What follows belongs to an exercise in optimizing a design on an open flow for small area and a short achievable clock period; a production flow would make more cautious choices.
The RTL was checked by simulation tests, not by an equivalence proof against the original design.
No activity file was given, so power comes from the tool's default toggle rates.

<file path="flow/config.mk">
export PLATFORM = sky130hd
export DESIGN_NAME = arm_datapath
export DESIGN_NICKNAME = arm_datapath
export VERILOG_FILES = /design/flow/design.v
export SDC_FILE = /design/flow/constraint.sdc
export NUM_CORES = 4
export LEC_CHECK = 0
export CAP_MARGIN = 20
export CORE_MARGIN = 2
export CORE_UTILIZATION = 40
export SETUP_SLACK_MARGIN = 5
export SLEW_MARGIN = 20
</file>
<file path="flow/constraint.sdc">
create_clock -name core_clock -period 12.0 [get_ports {CLK}]
set_input_delay 2.4000 -clock core_clock [delete_from_list [all_inputs] [get_ports {CLK}]]
set_output_delay 2.4000 -clock core_clock [all_outputs]
set_load 0.01 [all_outputs]
</file>
<file path="flow/design.v">
module arm_datapath(
	input CLK,
	input CLR,
	input [18:0] Ctrl,           
	input [31:0] MemDataOut,     
	output [31:0] MemAddress,    
	output [31:0] MemDataIn,     
	output [31:0] IR,            
	output [3:0] FlagsOut,       
	output Cond                  
);
wire FRLD  = Ctrl[18];
wire RFLD  = Ctrl[17];
wire IRLD  = Ctrl[16];
wire MARLD = Ctrl[15];
wire MDRLD = Ctrl[14];
wire [1:0] MA = Ctrl[11:10];
wire [1:0] MB = Ctrl[9:8];
wire MC = Ctrl[7];
wire MD = Ctrl[6];
wire ME = Ctrl[5];
wire [4:0] OPcu = Ctrl[4:0];
reg [31:0] IRq, MAR, MDR;
reg Zf, Nf, Cf, Vf;
assign IR = IRq;
assign MemAddress = MAR;
assign MemDataIn = MDR;
assign FlagsOut = {Zf, Nf, Cf, Vf};
wire [31:0] rq [0:15];
wire [31:0] res;
wire [31:0] resg = CLR ? 32'h00000000 : res;
wire [3:0] waddr = MC ? 4'hF : IRq[15:12];
wire [15:0] wdec = 16'h0001 << waddr;
wire [15:0] wen = CLR ? 16'hFFFF : (RFLD ? wdec : 16'h0000);
genvar g;
generate
	for (g = 0; g < 16; g = g + 1) begin : rf
		reg [31:0] q;
		always @(posedge CLK)
			if (wen[g]) q <= resg;
		assign rq[g] = q;
	end
endgenerate
wire [15:0] dRn = 16'h0001 << IRq[19:16];
wire [15:0] dRd = 16'h0001 << IRq[15:12];
wire [15:0] dRm = 16'h0001 << IRq[3:0];
wire [15:0] sel1 = ({16{MA == 2'd0}} & dRn) | ({16{MA == 2'd1}} & dRd) | ({16{MA == 2'd2}} & 16'h8000) | ({16{MA == 2'd3}} & 16'h0001);
reg [31:0] PA, PB;
integer i;
always @(*) begin
	PA = 32'h00000000;
	PB = 32'h00000000;
	for (i = 0; i < 16; i = i + 1) begin
		PA = PA | ({32{sel1[i]}} & rq[i]);
		PB = PB | ({32{dRm[i]}} & rq[i]);
	end
end
wire [2:0] cls = IRq[27:25];
wire isImmRot = (cls == 3'b001);
wire isShift  = (cls == 3'b000) && !IRq[4];
wire isBr     = (cls == 3'b101);
wire [4:0] sh = IRq[11:7];
wire [1:0] st = IRq[6:5];
wire [4:0] ramt = isImmRot ? {1'b0, IRq[10:8], 1'b0} :
                  (st == 2'b00) ? (5'd0 - sh) : sh;
wire [31:0] r0 = isImmRot ? {24'h000000, IRq[7:0]} : PB;
wire [31:0] r1 = ramt[0] ? {r0[0],    r0[31:1]}  : r0;
wire [31:0] r2 = ramt[1] ? {r1[1:0],  r1[31:2]}  : r1;
wire [31:0] r3 = ramt[2] ? {r2[3:0],  r2[31:4]}  : r2;
wire [31:0] r4 = ramt[3] ? {r3[7:0],  r3[31:8]}  : r3;
wire [31:0] r5 = ramt[4] ? {r4[15:0], r4[31:16]} : r4;
wire [31:0] lomask = ~(32'hFFFFFFFF << sh);    
wire [31:0] himask = ~(32'hFFFFFFFF >> sh);    
wire [31:0] mzero = (st == 2'b00) ? lomask : (st == 2'b01) ? himask : 32'h00000000;
wire [31:0] mone  = (st == 2'b10) ? himask : 32'h00000000;
wire [31:0] K2 = isBr ? {{6{IRq[23]}}, IRq[23:0], 2'b00} : {20'h00000, IRq[11:0]};
wire [31:0] keepv  = isShift ? ~mzero : {32{isImmRot}};
wire [31:0] fillv = isShift ? mone : (isImmRot ? 32'h00000000 : K2);
wire [31:0] SO = (r5 & keepv) | fillv;
wire [31:0] A = PA;
wire [4:0] op = MD ? OPcu : {1'b0, IRq[24:21]};
wire Cin = Cf;
reg invB, ci, invS, cinv, four;
reg s_sum, s_and, s_xor, s_or, s_q, s_a;
always @(*) begin
	invB = 1'b0; ci = 1'b0; invS = 1'b0; cinv = 1'b0; four = 1'b0;
	s_sum = 1'b0; s_and = 1'b0; s_xor = 1'b0; s_or = 1'b0; s_q = 1'b0; s_a = 1'b0;
	case (op)
		5'd0, 5'd8:          s_and = 1'b1;
		5'd1, 5'd9:          s_xor = 1'b1;
		5'd2, 5'd10: begin invB = 1'b1; ci = 1'b1; cinv = 1'b1; s_sum = 1'b1; end
		5'd3:        begin invB = 1'b1; ci = 1'b0; invS = 1'b1; s_sum = 1'b1; end
		5'd4, 5'd11, 5'd18:  s_sum = 1'b1;
		5'd5:        begin ci = Cin; s_sum = 1'b1; end
		5'd6:        begin invB = 1'b1; ci = Cin; cinv = 1'b1; s_sum = 1'b1; end
		5'd7:        begin invB = 1'b1; ci = ~Cin; invS = 1'b1; s_sum = 1'b1; end
		5'd12:               s_or = 1'b1;
		5'd13:               s_q = 1'b1;
		5'd14:       begin invB = 1'b1; s_and = 1'b1; end
		5'd15:       begin invB = 1'b1; s_q = 1'b1; end
		5'd16:               s_a = 1'b1;
		5'd17:       begin four = 1'b1; s_sum = 1'b1; end
		default: ;
	endcase
end
wire m0 = (MB == 2'd0) & ~four;
wire m1 = (MB == 2'd1) & ~four;
wire m2 = (MB == 2'd2) & ~four;
wire [31:0] Bsel = ({32{m0}} & PB) | ({32{m1}} & SO) | ({32{m2}} & MDR);
wire [31:0] Q = (Bsel ^ {32{invB}}) | {29'h0, four, 2'b00};
wire [33:0] s2 = {1'b0, A, 1'b1} + {1'b0, Q, ci};
wire [31:0] sum = s2[32:1];
assign res = ({32{s_sum}} & (sum ^ {32{invS}})) |
             ({32{s_and}} & (A & Q)) |
             ({32{s_xor}} & (A ^ Q)) |
             ({32{s_or}}  & (A | Q)) |
             ({32{s_q}}   & Q) |
             ({32{s_a}}   & A);
wire Cnew = s_sum & (s2[33] ^ cinv);
wire Nnew = res[31];
wire Znew = (res == 32'h00000000);
wire Vnew = Cin ^ Cnew;
always @(posedge CLK) begin
	if (CLR | FRLD) begin
		Zf <= ~CLR & Znew;
		Nf <= ~CLR & Nnew;
		Cf <= ~CLR & Cnew;
		Vf <= ~CLR & Vnew;
	end
	if (CLR | IRLD)  IRq <= CLR ? 32'h00000000 : MemDataOut;
	if (CLR | MARLD) MAR <= resg;
	if (CLR | MDRLD) MDR <= CLR ? 32'h00000000 : (ME ? res : MemDataOut);
end
reg c;
always @(*) begin
	case (IRq[31:28])
		4'b0000: c = Zf;
		4'b0001: c = ~Zf;
		4'b0010: c = Cf;
		4'b0011: c = ~Cf;
		4'b0100: c = Nf;
		4'b0101: c = ~Nf;
		4'b0110: c = Vf;
		4'b0111: c = ~Vf;
		4'b1000: c = Cf & ~Zf;
		4'b1001: c = ~Cf | Zf;
		4'b1010: c = (Nf == Vf);
		4'b1011: c = (Nf != Vf);
		4'b1100: c = ~Zf & (Nf == Vf);
		4'b1101: c = Zf | (Nf != Vf);
		4'b1110: c = 1'b1;
		default: c = 1'b0;
	endcase
end
assign Cond = c;
endmodule
</file>
<file path="flow/flow/run.sh">
#!/bin/bash
# Own flow: the standard layout, with one change in synthesis: ABC maps
# with flow/abc_map.script instead of ORFS's abc_speed.script. Everything else
# (Yosys passes, flattening, renaming, floorplan to finish) is the standard flow.
set -euo pipefail
W=$(pwd)
# ORFS synth.tcl with the ABC script swapped right after its preamble
sed "s#^source \$::env(SCRIPTS_DIR)/synth_preamble.tcl\$#&\nset abc_args [lreplace \$abc_args 1 1 $W/flow/abc_map.script]#" \
  "$FLOW_HOME/scripts/synth.tcl" > "$W/synth_mod.tcl"
grep -q "abc_map.script" "$W/synth_mod.tcl"
# synth_recipe.tcl sourcing the modified synth.tcl
sed "s#^source \$::env(SCRIPTS_DIR)/synth.tcl\$#source $W/synth_mod.tcl#" \
  "$W/synth_recipe.tcl" > "$W/own_synth.tcl"
grep -q "synth_mod.tcl" "$W/own_synth.tcl"
# standard.sh with the synthesis script replaced
sed "s#$W/synth_recipe.tcl#$W/own_synth.tcl#g" "$W/standard.sh" > "$W/own_standard.sh"
grep -q "own_synth.tcl" "$W/own_standard.sh"
bash "$W/own_standard.sh" > "$W/flow_make.log" 2>&1
</file>
<file path="flow/flow/abc_map.script">
strash
&get -n
&st
&dch
&nf -a
&put
topo
stime -c
</file>
<file path="flow/standard.sh">
#!/bin/bash
# synth_recipe.tcl (not shown) runs the flow's synth.tcl, then flattens the netlist and writes it again
# the make line also repeats each setting of config.mk as NAME=value (left out here)
make -C /OpenROAD-flow-scripts/flow DESIGN_CONFIG=/design/flow/config.mk WORK_HOME=/design/flow/orfs CLKGATE_MAP_FILE= SYNTH_SCRIPT=/design/flow/synth_recipe.tcl "${@:-finish}"
</file>
==> results of run 1 <==
[metrics by stage]
| stage | area (um^2) | worst slack [ns] |
|---|---|---|
| detailed placement | 36800 | 2.02 |
| global placement | 36800 | 2.08 |
| floorplan | 32600 | 4.43 |
| finish | 45000 | 4.16 |
| CTS | 42600 | 4.54 |
| global route | 45000 | 4.07 |
[what timing repair did]
item / in CTS / in global routing
endpoints found under the setup margin: 580 / 468
setup buffers: 184 / 97
resized for setup: 430 / 268
hold endpoints to repair: 0 / 0
cloned: 12 / 13
pin swaps: 126 / 113
[cells in the final DEF (no fill, tap or decap), types with 18 or more instances in the layout]
cell type and count:
edfxtp_1 612, a211oi_1 63, a21oi_2 44, o21ai_4 18, nand4_1 99, a21oi_1 133, o21ai_0 84, o21ai_1 36
o31ai_4 22, clkbuf_16 77, a22oi_1 315, clkdlybuf4s50_1 142, a221oi_1 39, xor2_1 27, a311oi_2 35, xnor2_1 51
nand2_1 207, buf_4 297, o21ai_2 28, nor2_4 39, o31ai_2 18, nor3_1 53, nor2b_1 36, a22oi_2 18
ha_1 49, clkinv_1 81, a222oi_1 76, o221ai_1 30, buf_12 53, nor2_1 149, nor2_2 30, nand3_1 37
buf_6 44
[power by group through the flow]
stage / clock, mW / combinational (mW) / sequential (mW)
after floorplan: 0 / 1.41 / 3.23
after global placement: 0 / 2.51 / 3.28
after detailed placement: 0 / 2.54 / 3.29
after CTS: 2.11 / 2.99 / 3.25
after global routing: 2.19 / 3.70 / 3.31
final: 2.10 / 3.58 / 3.28
[worst max-delay path: cells and delay by family, from the launching register on]
| family | cells | cell delay [ns] |
|---|---|---|
| adder cells (fa/ha/maj) | 1 | 0.33 |
| AND/OR/NAND/NOR | 9 | 2.24 |
| AO/OA/AOI/OAI | 19 | 3.22 |
| flip-flops | 1 | 0.53 |
| buffers and inverters | 6 | 1.14 |
| XOR/XNOR | 1 | 0.22 |
[cell type report]
type	count	area [um^2]	share of cell area (%)
sequential	612	18400	40.9
multi-input combinational	2096	16900	37.5
timing repair buffer	568	5860	13.0
clock buffer	73	1700	3.78
tap	1060	1330	2.95
clock inverter	47	544	1.21
inverter	73	278	0.618
antenna	2	5.00	0.0111
[sequential cells by signal (all words and copies together) (netlist names)]
| register | count |
|---|---|
| Cf | 1 |
| IRq | 32 |
| MAR | 32 |
| MDR | 32 |
| Nf | 1 |
| Vf | 1 |
| Zf | 1 |
| rf.q | 512 |
[layer usage]
layer  up-vias  GRT usage [%]  share of wire (%)
met3       703           11.5                 14
met5         -              0              0.025
met4         6           26.3                8.3
li1      13020              -                  -
met1     15939           48.4                 35
met2      2836           59.1                 43
[cells by family (layout without fill, tap and decap cells)]
group | after synthesis | count (layout) | share of synthesized area [%]
AO/OA/AOI/OAI | 1153 | 1157 | 25.3
AND/OR/NAND/NOR | 769 | 770 | 11.3
flip-flops | 612 | 612 | 56.9
XOR/XNOR | 91 | 91 | 2.47
buffers and inverters | 77 | 761 | 0.942
adder cells (fa/ha/maj) | 69 | 69 | 2.70
multiplexers | 9 | 9 | 0.295
other | 0 | 2 | 0
[path summary, 6_finish.rpt]
kind                from  slack [ns]  cells after the start  endpoint
setup / recovery  IRq[2]        4.16                     36        Zf
hold / removal        Cf        0.84                      2        Vf
setup reg to reg  IRq[2]        4.16                     36        Zf
hold reg to reg       Cf        0.84                      2        Vf
==> qor.yml, run 1 <==
status: "finished clean"
cp-end-kind: "flop"
fin_crit_ns: 7.84
synth-edff-count: 612
nFillCells: 6730
yosysTopAreaCellShare_pct: 56.9
syn-num-nets: 2902
die-width_um: 288
grt_usage_pct: 39.1
rows: 104
synth_cells: 2780
maxSlewViolCount: 0
pwr-share-seq_pct: 36.6
rsz0062_at_grt: "yes"
critPathSlowestCell: "edfxtp_1"
p_switching_mw: 3.49
hp-class: "flop to flop"
clk_latency_ns: 0.66
drive_above_1_share_pct: 28.4
avgSynthCellArea_um2: 11.6
drtPass1Iterations: 13
required_ns: 12.51
drt_iter0_markers: 6667
dr_total_vias: 32504
io_buffers: 151
final_antenna_net_count: 0
vias_per_cell: 7.17
ys_seq_area_share_pct: 56.9
dp_hpwl_um: 101000
antenna_found_initial: 5
place_congestion: 1.03
cts_inserted_buffers: 67
placedCellCount: 4103
syn2layout_area_growth_pct: 39.3
final_cells: 4531
floorplan.io_pins: 154
grt_max_degree: 73
synth_area_mm2: 0.0323
wire_per_inst_um: 37.6
ir_worst_vdd_mv: 0.0963
start_util_pct: 40.3
drcViolationCount: 0
fmax_mhz: 128
critPathMaxStageDelay_ns: 0.53
tritoncts: "done"
final_core_util_pct: 56.1
grt_overflow: 0
dieArea_mm2: 0.0830
die_y_um: 288
maxCapViolations: 0
clock_path_buffers: 3
arrival_ns: 8.34
final.setup.tns_ns: 0
start_kind: "flop"
maxSlewHeadroom_pct: 19.1
finalPower_mw: 8.96
finalCritPeriodShare_pct: 65.3
cellLeakagePower_nw: 15.2
worst_pin_slew_ns: 1.21
yosysTopAreaCell: "edfxtp_1"
cts_hold_buffers: 0
clk_pin_slew_ns: 0.07
yosysMostFrequentCell: "edfxtp_1"
wl_um: 170000
power.share.clock_pct: 23.4
p_int_mw: 5.47
core-area_mm2: 0.0802
whs_ns: 0.837
grt_pass1_vias: 30350
setup_viol: 0
p_per_area_mw_per_mm2: 199
cts_max_level: 3
clock-sinks: 612
ys_ff_latch: 612
synth.area.top_cells: "edfxtp_1 57%, a22oi_1 7.7%, a21oi_1 2.9%"
nets: 3540
criticalPathCategory: "flop to flop"
synth_cell_types: 61
root_buffer: "clkbuf_16"
yosys_most_used_dff: "edfxtp_1"
pwr-share-comb_pct: 40.0
p_sw_share_pct: 39.0
yosysWarningCount: 1
finalHoldViolations: 0
grt_pass1_wl_um: 229000
async_flop_share_pct: 0
fin_worst_skew_ns: 0.0492
crit_fanout: 8
synthTopCellsByCount: "612 x edfxtp_1, 333 x a22oi_1, 228 x nand2_1, 218 x nor2_1, 189 x a21oi_1"
==> run 2: changes to the inputs <==
--- a/flow/design.v
+++ b/flow/design.v
@@ -82,7 +82,8 @@
 wire Cin = Cf;
-reg invB, ci, invS, cinv, four;
-reg s_sum, s_and, s_xor, s_or, s_q, s_a;
+reg invA, ci, invS, cinv, four;
+reg s_sum, s_and, s_xor, s_or, s_bic, s_mov, s_mvn, s_a;
 always @(*) begin
-	invB = 1'b0; ci = 1'b0; invS = 1'b0; cinv = 1'b0; four = 1'b0;
-	s_sum = 1'b0; s_and = 1'b0; s_xor = 1'b0; s_or = 1'b0; s_q = 1'b0; s_a = 1'b0;
+	invA = 1'b0; ci = 1'b0; invS = 1'b0; cinv = 1'b0; four = 1'b0;
+	s_sum = 1'b0; s_and = 1'b0; s_xor = 1'b0; s_or = 1'b0;
+	s_bic = 1'b0; s_mov = 1'b0; s_mvn = 1'b0; s_a = 1'b0;
 	case (op)
@@ -90,12 +91,12 @@
 		5'd1, 5'd9:          s_xor = 1'b1;
-		5'd2, 5'd10: begin invB = 1'b1; ci = 1'b1; cinv = 1'b1; s_sum = 1'b1; end
-		5'd3:        begin invB = 1'b1; ci = 1'b0; invS = 1'b1; s_sum = 1'b1; end
+		5'd2, 5'd10: begin invA = 1'b1; ci = 1'b0; invS = 1'b1; s_sum = 1'b1; end
+		5'd3:        begin invA = 1'b1; ci = 1'b1; cinv = 1'b1; s_sum = 1'b1; end
 		5'd4, 5'd11, 5'd18:  s_sum = 1'b1;
 		5'd5:        begin ci = Cin; s_sum = 1'b1; end
-		5'd6:        begin invB = 1'b1; ci = Cin; cinv = 1'b1; s_sum = 1'b1; end
-		5'd7:        begin invB = 1'b1; ci = ~Cin; invS = 1'b1; s_sum = 1'b1; end
+		5'd6:        begin invA = 1'b1; ci = ~Cin; invS = 1'b1; s_sum = 1'b1; end
+		5'd7:        begin invA = 1'b1; ci = Cin; cinv = 1'b1; s_sum = 1'b1; end
 		5'd12:               s_or = 1'b1;
-		5'd13:               s_q = 1'b1;
-		5'd14:       begin invB = 1'b1; s_and = 1'b1; end
-		5'd15:       begin invB = 1'b1; s_q = 1'b1; end
+		5'd13:               s_mov = 1'b1;
+		5'd14:               s_bic = 1'b1;
+		5'd15:               s_mvn = 1'b1;
 		5'd16:               s_a = 1'b1;
@@ -108,15 +109,22 @@
 wire m2 = (MB == 2'd2) & ~four;
-wire [31:0] Bsel = ({32{m0}} & PB) | ({32{m1}} & SO) | ({32{m2}} & MDR);
-wire [31:0] Q = (Bsel ^ {32{invB}}) | {29'h0, four, 2'b00};
-wire [33:0] s2 = {1'b0, A, 1'b1} + {1'b0, Q, ci};
+wire [31:0] B = ({32{m0}} & PB) | ({32{m1}} & SO) | ({32{m2}} & MDR);
+wire [31:0] Q = B | {29'h0, four, 2'b00};
+wire [31:0] P = A ^ {32{invA}};
+wire [33:0] s2 = {1'b0, P, 1'b1} + {1'b0, Q, ci};
 wire [31:0] sum = s2[32:1];
-assign res = ({32{s_sum}} & (sum ^ {32{invS}})) |
-             ({32{s_and}} & (A & Q)) |
-             ({32{s_xor}} & (A ^ Q)) |
-             ({32{s_or}}  & (A | Q)) |
-             ({32{s_q}}   & Q) |
-             ({32{s_a}}   & A);
+wire [31:0] lres = ({32{s_and}} & (A & B)) |
+                   ({32{s_xor}} & (A ^ B)) |
+                   ({32{s_or}}  & (A | B)) |
+                   ({32{s_bic}} & (A & ~B)) |
+                   ({32{s_mov}} & B) |
+                   ({32{s_mvn}} & ~B) |
+                   ({32{s_a}}   & A);
+assign res = ({32{s_sum}} & (sum ^ {32{invS}})) | lres;
 wire Cnew = s_sum & (s2[33] ^ cinv);
 wire Nnew = res[31];
-wire Znew = (res == 32'h00000000);
+wire [31:0] t  = P ^ Q;
+wire [31:0] kf = {P[30:0] | Q[30:0], ci};
+wire [31:0] kr = {P[30:0] & Q[30:0], ci};
+wire zsum = invS ? &(t ^ kr) : &(~(t ^ kf));
+wire Znew = s_sum ? zsum : (lres == 32'h00000000);
 wire Vnew = Cin ^ Cnew;
==> run 2 against run 1 <==
  * Critical path depth down 3
  * Clock power up 6%
  * Critical path type unchanged
  * Sequential power down 2%
  * Clock skew up 0.024 ns
  * Via count up 5.7%
==> qor.yml, run 2 <==
drive_above_1_share_pct: 22.5
cts_hold_buffers: 0
power.share.clock_pct: 24.9
hp-class: "flop to flop"
grtUsageMet3_pct: 13.4
fmax_mhz: 141
dr_total_vias: 34348
drcViolationCount: 0
hold_path_end: "Vf"
wl_um: 178000
setup_viol: 0
required_ns: 12.39
tritoncts: "done"
cts_inserted_buffers: 68
p_sw_share_pct: 39.1
finalHoldViolations: 0
final.setup.tns_ns: 0
grt_max_degree: 65
critPathSlowestCell: "and4b_4"
mostFrequentLayoutCells: "612 x edfxtp_1, 299 x a22oi_1, 253 x buf_4"
nFillCells: 7251
die_y_um: 299
clock-sinks: 612
final_antenna_net_count: 0
r2r_end: "rf[7].q[27]"
start_util_pct: 40.2
maxSlewHeadroom_pct: 28.9
ir_worst_vdd_mv: 0.117
use_met1_pct: 49.9
place_congestion: 1.03
pwr-share-comb_pct: 38.8
wire_per_inst_um: 36.8
min_delay_path_depth: 2
clk_latency_ns: 0.67
grt_usage_pct: 37.8
dp_hpwl_um: 103000
synth-edff-count: 612
fin_worst_skew_ns: 0.0727
yosysTopAreaCell: "edfxtp_1"
io_buffers: 151
crit_fanout: 8
rows: 108
p_int_mw: 5.43
r2r_start: "IRq[2]"
drtPass1Iterations: 11
floorplan.io_pins: 154
met2_usage_pct: 53.9
grt_overflow: 0
antenna_found_initial: 5
pwr-share-seq_pct: 36.3
fin_crit_ns: 7.11
final_common_cell: "edfxtp_1"
largest_register_ffs: 512
core-area_mm2: 0.0863
yosysMostFrequentCell: "edfxtp_1"
clock_path_buffers: 3
criticalPathCategory: "flop to flop"
grt_pass1_vias: 31676
rsz0062_at_grt: "yes"
arrival_ns: 7.50
vias_per_cell: 7.12
avgSynthCellArea_um2: 11.5
place_area_mm2: 0.0393
reg2reg_slack_ns: 4.89
finalPower_mw: 8.91
ys_seq_area_share_pct: 52.9
start_kind: "flop"
die-width_um: 299
finalCritPeriodShare_pct: 59.3
cp-end-kind: "flop"
nets: 3856
critPathMaxStageDelay_ns: 0.49
worst_pin_slew_ns: 1.06
synth_cell_types: 59
status: "finished clean"
maxCapViolations: 0
drt_iter0_markers: 7290
dieArea_mm2: 0.0892
syn-num-nets: 3271
yosysWarningCount: 1
busiest_layer: "met2"
maxSlewViolCount: 0
clk_pin_slew_ns: 0.06
regMostFlops: "rf.q"
design_area_mm2: 0.0464
yosys_most_used_dff: "edfxtp_1"
synth_cells: 3023
cts_max_level: 3
hold_start: "Cf"
cellLeakagePower_nw: 16.0
async_flop_share_pct: 0
reg2reg_depth: 33
synth_area_mm2: 0.0347
ys_ff_latch: 612
root_buffer: "clkbuf_16"
p_switching_mw: 3.48
synthTopCellsByCount: "612 x edfxtp_1, 303 x a22oi_1, 242 x nand2_1, 195 x nor2_1, 187 x o21ai_0"
syn2layout_area_growth_pct: 33.7
grt_pass1_wl_um: 239000
synth.area.top_cells: "edfxtp_1 53%, a22oi_1 6.5%, ha_1 5.9%"
p_per_area_mw_per_mm2: 192
yosysTopAreaCellShare_pct: 52.9
==> run 2: changes by cell type in the layout (fill, tap and decap cells not counted), moves of 20 or more <==
cell,change
a211oi_1,-22
a221oi_1,-20
a222oi_1,+49
buf_4,-44
clkinv_1,+55
fa_1,+26
ha_1,+106
nand2_1,+24
nand4_1,+20
o211ai_1,+21
o21ai_0,+53
==> run 2: power groups by stage <==
stage / clock, mW / sequential (mW) / combinational, mW
after floorplan: 0 / 3.19 / 1.57
after global placement: 0 / 3.25 / 2.71
after detailed placement: 0 / 3.25 / 2.73
after CTS: 2.21 / 3.21 / 3.06
after global routing: 2.30 / 3.26 / 3.61
final: 2.22 / 3.23 / 3.46
==> run 2: final cells by class <==
class | count | area, um^2 | area share [%]
clock inverter | 48 | 622 | 1.34
inverter | 141 | 548 | 1.18
clock buffer | 77 | 1740 | 3.74
sequential | 612 | 18400 | 39.6
timing repair buffer | 504 | 5340 | 11.5
tap | 1155 | 1450 | 3.11
multi-input combinational | 2281 | 18400 | 39.5
antenna | 8 | 20.0 | 0.0431
==> run 2: cells by family after synthesis <==
kind of cell / synth area share [%]
buffers and inverters: 1.61
XOR/XNOR: 2.67
adder cells (fa/ha/maj): 7.72
flip-flops: 52.9
AO/OA/AOI/OAI: 23.0
AND/OR/NAND/NOR: 11.7
multiplexers: 0.360
==> run 2: worst max path at each step <==
| stage | endpoint | from | cells past startpoint |
|---|---|---|---|
| after floorplan | MAR[31] | Ctrl[11] | 22 |
| after global placement | rf[12].q[31] | Ctrl[6] | 26 |
| after detailed placement | rf[15].q[31] | Ctrl[6] | 26 |
| after CTS | rf[8].q[22] | IRq[2] | 29 |
| after global routing | rf[12].q[28] | IRq[2] | 36 |
| final | rf[7].q[27] | IRq[2] | 33 |
==> run 2: critical path: cells and delay by family, from the launching register on <==
family / cells / cell delay (ns)
flops: 1 / 0.42
fa+ha+maj: 1 / 0.41
buf+inv: 8 / 1.35
xor+xnor: 1 / 0.14
compound gates: 19 / 3.61
simple gates: 4 / 0.92
==> run 2: per-layer routing <==
| layer | routed length (um) | vias to the layer above | part of all wire [%] |
|---|---|---|---|
| met3 | 29400 | 766 | 17 |
| met2 | 71700 | 3321 | 40 |
| li1 | - | 13731 | - |
| met4 | 13400 | 0 | 7.5 |
| met5 | 0 | - | 0 |
| met1 | 63200 | 16530 | 36 |
==> run 2: metrics by stage <==
| step | utilization, % | std cells | setup slack [ns] | hold WS, ns |
|---|---|---|---|---|
| 2_1_floorplan | - | 3023 | 4.70 | 0.688 |
| 3_3_place_gp | 45.5 | 4430 | 2.29 | 0.871 |
| 3_5_place_dp | 45.5 | 4430 | 2.26 | 0.879 |
| 4_1_cts | 51.7 | 4721 | 5.00 | 0.897 |
| 5_1_grt | 53.8 | 4819 | 4.81 | 0.966 |
| 6_report | 53.8 | 4826 | 4.89 | 0.866 |
==> run 2: repair_timing <==
action                                  in CTS  in global routing
endpoints found under the setup margin     562                394
cloned                                      24                  9
hold endpoints to repair                     0                  0
resized for setup                          290                201
setup buffers                              142                 87
pin swaps                                   75                 66
==> run 3: changes to the inputs <==
--- a/flow/design.v
+++ b/flow/design.v
@@ -112,4 +112,5 @@
 wire [31:0] P = A ^ {32{invA}};
-wire [33:0] s2 = {1'b0, P, 1'b1} + {1'b0, Q, ci};
-wire [31:0] sum = s2[32:1];
+wire [31:0] sum;
+wire co;
+alu_adder ADD(.P(P), .Q(Q), .ci(ci), .sum(sum), .co(co));
 wire [31:0] lres = ({32{s_and}} & (A & B)) |
@@ -122,3 +123,3 @@
 assign res = ({32{s_sum}} & (sum ^ {32{invS}})) | lres;
-wire Cnew = s_sum & (s2[33] ^ cinv);
+wire Cnew = s_sum & (co ^ cinv);
 wire Nnew = res[31];
@@ -164 +165,6 @@
 endmodule
+module alu_adder(input [31:0] P, input [31:0] Q, input ci, output [31:0] sum, output co);
+	wire [33:0] s2 = {1'b0, P, 1'b1} + {1'b0, Q, ci};
+	assign sum = s2[32:1];
+	assign co = s2[33];
+endmodule
==> flow/flow/run.sh (replaced) <==
#!/bin/bash
set -euo pipefail
W=$(pwd)
# ORFS synth.tcl with the ABC script swapped right after its preamble, and a
# first ABC run on alu_adder alone with the speed script
sed -e "s#^source \$::env(SCRIPTS_DIR)/synth_preamble.tcl\$#&\nset abc_args_fast \$abc_args\nset abc_args [lreplace \$abc_args 1 1 $W/flow/abc_map.script]#" \
    -e "s#^  log_cmd abc {\*}\$abc_args\$#  log_cmd abc {*}\$abc_args_fast alu_adder\n&#" \
  "$FLOW_HOME/scripts/synth.tcl" > "$W/synth_mod.tcl"
grep -q "abc_map.script" "$W/synth_mod.tcl"
grep -q "abc_args_fast alu_adder" "$W/synth_mod.tcl"
# synth_recipe.tcl sourcing the modified synth.tcl
sed "s#^source \$::env(SCRIPTS_DIR)/synth.tcl\$#source $W/synth_mod.tcl#" \
  "$W/synth_recipe.tcl" > "$W/own_synth.tcl"
grep -q "synth_mod.tcl" "$W/own_synth.tcl"
# standard.sh with the synthesis script replaced
sed "s#$W/synth_recipe.tcl#$W/own_synth.tcl#g" "$W/standard.sh" > "$W/own_standard.sh"
grep -q "own_synth.tcl" "$W/own_standard.sh"
bash "$W/own_standard.sh" > "$W/flow_make.log" 2>&1
--- a/flow/config.mk
+++ b/flow/config.mk
@@ -9,4 +9,5 @@
 export CORE_MARGIN = 2
-export CORE_UTILIZATION = 40
+export CORE_UTILIZATION = 55
 export SETUP_SLACK_MARGIN = 5
 export SLEW_MARGIN = 20
+export SYNTH_HIERARCHICAL = 1
==> run 3 against run 2 <==
  * Still clean on timing, DRC and antenna
  * Non-clock buffer count is 121 lower
  * Synthesized cell count is 2.6% higher
  * Sequential power is 2% lower
  * Clock skew is 0.033 ns lower
  * Sequential cell count stayed put
  * Critical path depth is 8 lower
  * Worst setup slack better by 0.075 ns
  * Power is 2.6% lower
  * Routed wire length is 7.6% lower
  * Register-to-register slack better by 0.09 ns
  * Design area is 4.4% lower
  * Critical path type is now primary input to flop
  * Critical endpoint is now rf[3].q[29]
==> qor.yml, run 3 <==
status: "finished clean"
wire_per_inst_um: 36.9
start_kind: "primary input"
tritoncts: "done"
cts_inserted_buffers: 67
ys_seq_area_share_pct: 52.4
pwr-share-comb_pct: 39.4
finalHoldViolations: 0
root_buffer: "clkbuf_16"
drive_above_1_share_pct: 18.4
cellLeakagePower_nw: 15.6
dpl_worst_slack_ns: 2.58
maxCapViolations: 0
largest_register_ffs: 512
yosysTopAreaCellShare_pct: 52.4
final.setup.tns_ns: 0
dr_total_vias: 34475
syn-num-nets: 3350
avgSynthCellArea_um2: 11.3
nFillCells: 4618
power.share.clock_pct: 24.1
pwr-share-seq_pct: 36.5
clock-sinks: 612
grt_pass1_wl_um: 228000
cp-end-kind: "flop"
synth_cells: 3102
worst_pin_slew_ns: 1.09
ys_ff_latch: 612
dp_hpwl_um: 100000
drtPass1Iterations: 13
finalCritPeriodShare_pct: 58.6
yosysMostFrequentCell: "edfxtp_1"
rows: 92
grt_overflow: 0
grt_pass1_vias: 32347
p_switching_mw: 3.43
dieArea_mm2: 0.0659
maxSlewViolCount: 0
io_buffers: 151
p_sw_share_pct: 39.6
nets: 3796
grt_usage_pct: 47.9
yosysTopAreaCell: "edfxtp_1"
place_congestion: 1.11
synth.area.top_cells: "edfxtp_1 52%, ha_1 6.9%, a22oi_1 5.9%"
vias_per_cell: 7.75
final_common_cell: "edfxtp_1"
yosysWarningCount: 7
regMostFlops: "rf.q"
synth_area_mm2: 0.0351
p_int_mw: 5.24
die_y_um: 257
maxSlewHeadroom_pct: 27.1
async_flop_share_pct: 0
wl_um: 164000
core-area_mm2: 0.0631
criticalPathCategory: "primary input to flop"
grt_max_degree: 73
start_util_pct: 55.6
die-width_um: 257
synthTopCellsByCount: "612 x edfxtp_1, 276 x a22oi_1, 238 x nand2_1, 225 x nor2_1, 218 x a21oi_1"
fmax_mhz: 142
synth_cell_types: 77
arrival_ns: 7.41
syn2layout_area_growth_pct: 26.5
required_ns: 12.37
clock_path_buffers: 3
floorplan.io_pins: 154
synth-edff-count: 612
antenna_found_initial: 3
hp-class: "flop to flop"
mostFrequentLayoutCells: "612 x edfxtp_1, 276 x a22oi_1, 232 x nand2_1"
final_antenna_net_count: 0
fin_crit_ns: 7.04
fin_worst_skew_ns: 0.0398
drcViolationCount: 0
clk_latency_ns: 0.66
p_per_area_mw_per_mm2: 195
clk_pin_slew_ns: 0.06
setup_viol: 0
layout_setup_ws_ns: 4.96
crit_fanout: 30
cts_max_level: 3
rsz0062_at_grt: "yes"
yosys_most_used_dff: "edfxtp_1"
ir_worst_vdd_mv: 0.209
drt_iter0_markers: 7339
## run 3: cell types whose count changed after synthesis, sizes merged, moves of 17 or more
cell	delta
fa	-31
or2	-22
xnor2	-25
nor2	+31
a22oi	-27
a21o	+23
clkinv	-35
a21oi	+45
xor2	+52
a211oi	+17
ha	+31
## run 3: cell families (layout without fill, tap and decap cells)
family,after synthesis,count (layout),share of synthesized area (%)
buffers and inverters,118,613,1.31
multiplexers,8,8,0.246
XOR/XNOR,133,133,3.32
AO/OA/AOI/OAI,1189,1190,24.1
AND/OR/NAND/NOR,847,849,11.7
flip-flops,612,612,52.4
other,0,2,0
adder cells (fa/ha/maj),195,195,6.97
## run 3: final cells by class
cell class / instances / area [um^2] / area share, %
Antenna cell: 2 / 5.00 / 0.0113
Clock buffer: 77 / 1710 / 3.86
Clock inverter: 44 / 463 / 1.04
Inverter: 109 / 420 / 0.947
Multi-Input combinational cell: 2375 / 18400 / 41.4
Sequential cell: 612 / 18400 / 41.4
Tap cell: 846 / 1060 / 2.38
Timing Repair Buffer: 383 / 3970 / 8.94
## run 3: final timing paths
check / startpoint / endpoint / slack (ns) / cells after the start
min: Cf / Vf / 1.09 / 2
max: Ctrl[10] / rf[3].q[29] / 4.96 / 25
max reg2reg: IRq[0] / rf[3].q[29] / 4.98 / 30
min reg2reg: Cf / Vf / 1.09 / 2
## run 3: through the flow
step	utilization [%]	instances	hold WS [ns]	power [mW]	cell area [um^2]
floorplan	-	3102	0.679	4.73	35400
global placement	61.8	4181	0.990	5.84	39000
detailed placement	61.8	4181	0.999	5.91	39000
CTS	68.0	4371	1.06	8.23	42900
global route	70.4	4446	1.08	8.88	44400
finish	70.4	4448	1.09	8.68	44400
## run 3: worst max-delay path, stage by stage
cell and delay [ns]:
clkbuf_2 0.17, or3b_4 0.48, buf_12 0.16, o22ai_4 0.19, buf_8 0.42, nand2_1 0.15
nand4_1 0.20, nor2_4 0.07, buf_12 0.15, xor2_4 0.16, fa_1 0.48, a21o_1 0.21
nand4_1 0.14, nand2_1 0.14, o21ai_4 0.30, o41ai_4 0.11, buf_4 0.18, a211oi_4 0.23
a211oi_2 0.07, xor2_1 0.16, xor2_1 0.20, a21oi_4 0.21, buf_12 0.16, nor2_4 0.05
buf_12 0.18
## run 3: repair_timing
action	in CTS	in global routing
pin swaps	49	64
hold buffers	0	0
endpoints found under the setup margin	580	503
resized for setup	264	212
hold endpoints to repair	0	0
buffers inserted	65	73
gates cloned	4	2
## run 3: power by group through the flow
stage	logic (mW)	clock network (mW)	registers, mW
final	3.42	2.09	3.17
after global routing	3.54	2.15	3.19
after CTS	3.01	2.08	3.14
after detailed placement	2.73	0	3.18
after global placement	2.68	0	3.16
after floorplan	1.60	0	3.13
## run 3: per-module statistics from Yosys (local to each module, per instance)
module        flip-flops and latches  cell area (um^2)  cells inside  times used
alu_adder                          0              1710           238           1
arm_datapath                     612             33400          2864           1
## run 3: layer usage
layer  up-vias  wire, um  global-route usage (%)
li1      13753         -                       -
met1     16294     53900                    58.9
met2      3529     68800                    70.0
met3       891     27200                    17.9
met4         8     13900                    32.4
met5         -       217                    1.68
==> run 4: changes to the inputs <==
--- a/flow/design.v
+++ b/flow/design.v
@@ -30,6 +30,6 @@
 wire [31:0] res;
-wire [31:0] resg = CLR ? 32'h00000000 : res;
 wire [3:0] waddr = MC ? 4'hF : IRq[15:12];
 wire [15:0] wdec = 16'h0001 << waddr;
-wire [15:0] wen = CLR ? 16'hFFFF : (RFLD ? wdec : 16'h0000);
+wire [15:0] rload = (CLR | ~RFLD) ? 16'h0000 : wdec;
+wire [15:0] rhold = CLR ? 16'h0000 : (RFLD ? ~wdec : 16'hFFFF);
 genvar g;
@@ -38,4 +38,5 @@
 		reg [31:0] q;
-		always @(posedge CLK)
-			if (wen[g]) q <= resg;
+		wire [31:0] qn;
+		holdload HL(.q(q), .d(res), .hold(rhold[g]), .load(rload[g]), .n(qn));
+		always @(posedge CLK) q <= qn;
 		assign rq[g] = q;
@@ -99,3 +100,3 @@
 		5'd13:               s_mov = 1'b1;
-		5'd14:               s_bic = 1'b1;
+		5'd14:       begin invA = 1'b1; s_bic = 1'b1; end
 		5'd15:               s_mvn = 1'b1;
@@ -112,12 +113,15 @@
 wire [31:0] P = A ^ {32{invA}};
+wire [31:0] pp = P ^ Q;
+wire [31:0] gg = P & Q;
+wire [31:0] oo = P | Q;
 wire [31:0] sum;
 wire co;
-alu_adder ADD(.P(P), .Q(Q), .ci(ci), .sum(sum), .co(co));
-wire [31:0] lres = ({32{s_and}} & (A & B)) |
-                   ({32{s_xor}} & (A ^ B)) |
-                   ({32{s_or}}  & (A | B)) |
-                   ({32{s_bic}} & (A & ~B)) |
-                   ({32{s_mov}} & B) |
-                   ({32{s_mvn}} & ~B) |
-                   ({32{s_a}}   & A);
+alu_adder ADD(.p(pp), .g(gg), .ci(ci), .sum(sum), .co(co));
+wire [31:0] lres = ({32{s_and}} & gg) |
+                   ({32{s_xor}} & pp) |
+                   ({32{s_or}}  & oo) |
+                   ({32{s_bic}} & ~oo) |
+                   ({32{s_mov}} & Q) |
+                   ({32{s_mvn}} & ~Q) |
+                   ({32{s_a}}   & P);
 assign res = ({32{s_sum}} & (sum ^ {32{invS}})) | lres;
@@ -125,8 +129,11 @@
 wire Nnew = res[31];
-wire [31:0] t  = P ^ Q;
-wire [31:0] kf = {P[30:0] | Q[30:0], ci};
-wire [31:0] kr = {P[30:0] & Q[30:0], ci};
-wire zsum = invS ? &(t ^ kr) : &(~(t ^ kf));
+wire [31:0] kf = {oo[30:0], ci};
+wire [31:0] kr = {gg[30:0], ci};
+wire zsum = invS ? &(pp ^ kr) : &(~(pp ^ kf));
 wire Znew = s_sum ? zsum : (lres == 32'h00000000);
 wire Vnew = Cin ^ Cnew;
+wire [31:0] IRn, MARn, MDRn;
+holdload HLIR(.q(IRq), .d(MemDataOut), .hold(~CLR & ~IRLD), .load(~CLR & IRLD), .n(IRn));
+holdload HLMAR(.q(MAR), .d(res), .hold(~CLR & ~MARLD), .load(~CLR & MARLD), .n(MARn));
+holdload HLMDR(.q(MDR), .d(ME ? res : MemDataOut), .hold(~CLR & ~MDRLD), .load(~CLR & MDRLD), .n(MDRn));
 always @(posedge CLK) begin
@@ -138,5 +145,5 @@
 	end
-	if (CLR | IRLD)  IRq <= CLR ? 32'h00000000 : MemDataOut;
-	if (CLR | MARLD) MAR <= resg;
-	if (CLR | MDRLD) MDR <= CLR ? 32'h00000000 : (ME ? res : MemDataOut);
+	IRq <= IRn;
+	MAR <= MARn;
+	MDR <= MDRn;
 end
@@ -165,6 +172,25 @@
 endmodule
-module alu_adder(input [31:0] P, input [31:0] Q, input ci, output [31:0] sum, output co);
-	wire [33:0] s2 = {1'b0, P, 1'b1} + {1'b0, Q, ci};
-	assign sum = s2[32:1];
-	assign co = s2[33];
+module alu_adder(input [31:0] p, input [31:0] g, input ci, output [31:0] sum, output co);
+	reg [32:0] G, Pp, Gn, Pn;
+	integer k, i;
+	always @(*) begin
+		G = {g, ci};
+		Pp = {p, 1'b0};
+		for (k = 1; k < 33; k = k * 2) begin
+			Gn = G;
+			Pn = Pp;
+			for (i = 0; i < 33; i = i + 1)
+				if (i >= k) begin
+					Gn[i] = G[i] | (Pp[i] & G[i-k]);
+					Pn[i] = Pp[i] & Pp[i-k];
+				end
+			G = Gn;
+			Pp = Pn;
+		end
+	end
+	assign sum = p ^ G[31:0];
+	assign co = G[32];
 endmodule
+module holdload(input [31:0] q, input [31:0] d, input hold, input load, output [31:0] n);
+	assign n = (q & {32{hold}}) | (d & {32{load}});
+endmodule
--- a/flow/config.mk
+++ b/flow/config.mk
@@ -10,2 +10,4 @@
 export CORE_UTILIZATION = 55
+export CTS_CLUSTER_DIAMETER = 80
+export CTS_CLUSTER_SIZE = 25
 export SETUP_SLACK_MARGIN = 5
==> run 4 against run 3 <==
  * Hold slack got worse by 0.60 ns
  * Critical path depth decreased by 1
  * Maximum frequency decreased by 1.3%
  * First-iteration DRC count increased by 46%
  * Largest cell class unchanged
  * Critical endpoint is now Zf
  * Die area decreased by 6.6%
  * Via count increased by 17%
  * Clock-buffer cell count decreased by 39
  * Non-clock buffer count decreased by 4
  * Clock power decreased by 36%
==> qor.yml, run 4 <==
hold_start: "MAR[28]"
wire_per_inst_um: 38.5
required_ns: 12.49
synth_mux_area_share_pct: 1.48
drt_iter0_markers: 10681
grt_overflow: 0
rows: 89
reg2reg_slack_ns: 4.87
async_flop_share_pct: 0
grt_pass1_wl_um: 254000
r2r_start: "IRq[3]"
synth_compound_area_share_pct: 42.4
tritoncts: "done"
syn-num-nets: 3680
final.setup.tns_ns: 0
dp_hpwl_um: 110000
maxCapViolations: 0
status: "finished clean"
vias_per_cell: 8.51
synth_fa_ha_area_share_pct: 2.64
synth.area.top_cells: "dfxtp_1 37%, a22o_1 16%, a22oi_1 6.8%"
grt_max_degree: 66
wl_um: 183000
pwr-share-comb_pct: 32.7
cp-end-kind: "flop"
die-width_um: 248
multi_input_area_mm2: 0.0223
r2r_end: "Zf"
cts_inserted_buffers: 34
drtPass1Iterations: 22
synth_top_family_by_area: "compound AO/OA/AOI/OAI gates"
setup_viol: 0
maxSlewHeadroom_pct: 8.29
synth_xor_area_share_pct: 2.73
finalHoldViolations: 0
core-area_mm2: 0.0589
synth-simple-area-share_pct: 12.0
final_antenna_net_count: 0
drcViolationCount: 0
criticalPathCategory: "flop to flop"
floorplan.io_pins: 154
cellLeakagePower_nw: 14.5
p_switching_mw: 1.97
dieArea_mm2: 0.0615
regArea_mm2: 0.0123
grt_usage_pct: 56.4
drive_above_1_share_pct: 15.4
mostFrequentLayoutCells: "613 x a22o_1, 607 x dfxtp_1, 297 x a22oi_1"
cts_hold_buffers: 0
nets: 4087
fin_crit_ns: 7.13
grt_pass1_vias: 37533
syn2layout_area_growth_pct: 24.2
synth_cells: 3558
p_int_mw: 3.16
hold_path_end: "MAR[28]"
final_common_cell: "a22o_1"
yosysMostFrequentCell: "a22o_1"
synthTopCellsByCount: "613 x a22o_1, 608 x dfxtp_1, 297 x a22oi_1, 229 x o21ai_0, 228 x nand2_1"
reg2reg_depth: 24
p_sw_share_pct: 38.4
maxSlewViolCount: 0
yosysTopAreaCell: "dfxtp_1"
fin_worst_skew_ns: 0.0399
clock_path_buffers: 3
start_util_pct: 55.6
clk_latency_ns: 0.63
clk_pin_slew_ns: 0.10
place_congestion: 1.04
yosys_most_used_dff: "dfxtp_1"
arrival_ns: 7.62
root_buffer: "clkbuf_16"
hp-class: "flop to flop"
pwr-share-seq_pct: 41.5
crit_fanout: 32
clock-sinks: 612
power.share.clock_pct: 25.8
yosysWarningCount: 8
avgSynthCellArea_um2: 9.20
p_per_area_mw_per_mm2: 126
min_delay_path_depth: 1
synth_cell_types: 80
die_y_um: 248
ys_ff_latch: 612
placedCellCount: 4577
finalCritPeriodShare_pct: 59.4
dr_total_vias: 40497
rsz0062_at_grt: "yes"
synth_area_mm2: 0.0327
fmax_mhz: 140
nFillCells: 4465
largest_register_ffs: 512
start_kind: "flop"
yosysTopAreaCellShare_pct: 37.2
ys_seq_area_share_pct: 37.6
regMostFlops: "rf.q"
antenna_found_initial: 6
cts_max_level: 2
synth-edff-count: 4
ir_worst_vdd_mv: 0.144
io_buffers: 151
worst_pin_slew_ns: 1.37
final_cells: 4756
-- run 4: modules after synthesis (local to each module, per instance) --
module	cells	area [um^2]	times used
alu_adder	247	1560	1
arm_datapath	2703	25800	1
holdload	32	280	19
-- run 4: stage by stage --
stage	util [%]	worst slack [ns]	total power [mW]	cell area [um^2]	hold slack (ns)
2_1_floorplan	-	4.87	2.96	33300	0.473
3_3_place_gp	62.6	2.28	3.54	36900	0.465
3_5_place_dp	62.6	2.22	3.56	36900	0.472
4_1_cts	66.7	5.01	4.89	39300	0.495
5_1_grt	69.0	4.70	5.21	40700	0.513
6_report	69.0	4.87	5.13	40700	0.491
-- run 4: logic make-up after synthesis --
group,count (synthesis)
simple gates,805
flops,612
buf+inv,98
xor+xnor,102
mux,44
fa+ha+maj,69
compound gates,1828
-- run 4: how the worst max path moves through the flow --
stage,startpoint,end,slack (ns)
global route,IRq[3],MDR[16],4.70
CTS,Ctrl[10],MDR[31],5.01
detailed placement,Ctrl[11],MDR[18],2.22
finish,IRq[3],Zf,4.87
global placement,Ctrl[11],MDR[18],2.28
floorplan,Ctrl[11],MDR[25],4.87
-- run 4: final cells by class --
cell class	instances	share of cell area, %
antenna	6	0.0369
clock buffer	38	2.18
clock inverter	10	0.415
inverter	88	0.855
multi-input combinational	2850	54.9
sequential	612	30.2
tap	773	2.38
timing repair buffer	379	9.00
-- run 4: routing by layer --
metal	vias to the layer above	GRT usage [%]	share of wire, %
li1	15641	-	-
met1	18786	65.7	33
met2	4416	76.3	38
met3	1636	28.2	17
met4	18	47.6	12
met5	-	2.07	0.21
-- run 4: critical path, cell delays in order, from the launching register on --
cell and delay (ns):
dfxtp_1 0.36, buf_6 0.29, nor4bb_4 0.44, buf_8 0.38
a222oi_1 0.23, nand4_1 0.29, nor4_4 0.10, a2111oi_1 0.51
a31oi_2 0.17, mux2i_2 0.35, a211oi_1 0.16, a221oi_1 0.40
o21ai_2 0.20, nand2_1 0.16, ha_4 0.24, clkbuf_2 0.15
a22oi_1 0.14, o21ai_0 0.10, a21oi_1 0.13, o21ai_0 0.09
a211oi_1 0.57, nand4_1 0.28, or4_1 0.59, nor4b_2 0.38
buf_4 0.21
-- run 4: timing repair --
item / 4_1_cts / 5_1_grt
buffers inserted: 64 / 58
hold endpoints to repair: 0 / 0
endpoints found under the setup margin: 580 / 528
pin swaps: 32 / 54
resized for setup: 189 / 194
gates cloned: 2 / 0
-- run 4: power by group through the flow --
stage                     Combinational (mW)  Sequential (mW)  Clock, mW
after floorplan                        0.792             2.17          0
after global placement                  1.38             2.17          0
after detailed placement                1.39             2.17          0
after CTS                               1.48             2.12       1.29
after global routing                    1.70             2.13       1.37
final                                   1.68             2.13       1.33

[afterwards: timing with drivers on the ports]
The flow's constraints put no driver on any port. The routed layouts listed below were extracted and timed again, unchanged, in two steps.
Step 1, drivers: a clkbuf_16 drives CLK and a buf_2 each remaining input, both assumed.
Step 2, shift: input delay + t, output delay - t, t = (earliest + latest rising clock arrival at the registers) / 2. This alone moves slack from input paths to output paths.
a / b / c = no drivers / after step 1 / after step 2; a / b = the first two.
run	t (ns)	setup WS [ns]	hold slack, ns	clock arrival spread, ns	worst register clock-pin slew, ns
run 1	0.701	4.165 / 4.165 / 3.571	0.837 / 0.837 / 0.837	0.049 / 0.049	0.07 / 0.07
run 2	0.698	4.889 / 4.889 / 4.248	0.866 / 0.866 / 0.866	0.073 / 0.072	0.07 / 0.07
run 3	0.704	4.964 / 4.951 / 4.247	1.090 / 1.090 / 1.090	0.039 / 0.040	0.07 / 0.07
run 4	0.680	4.873 / 4.873 / 4.200	0.491 / 0.491 / 0.491	0.040 / 0.040	0.10 / 0.10
After both steps every run listed still meets setup and hold. The setup slack of run 3, which loses most, moves by -0.013 ns with the drivers and by -0.717 ns with both steps.
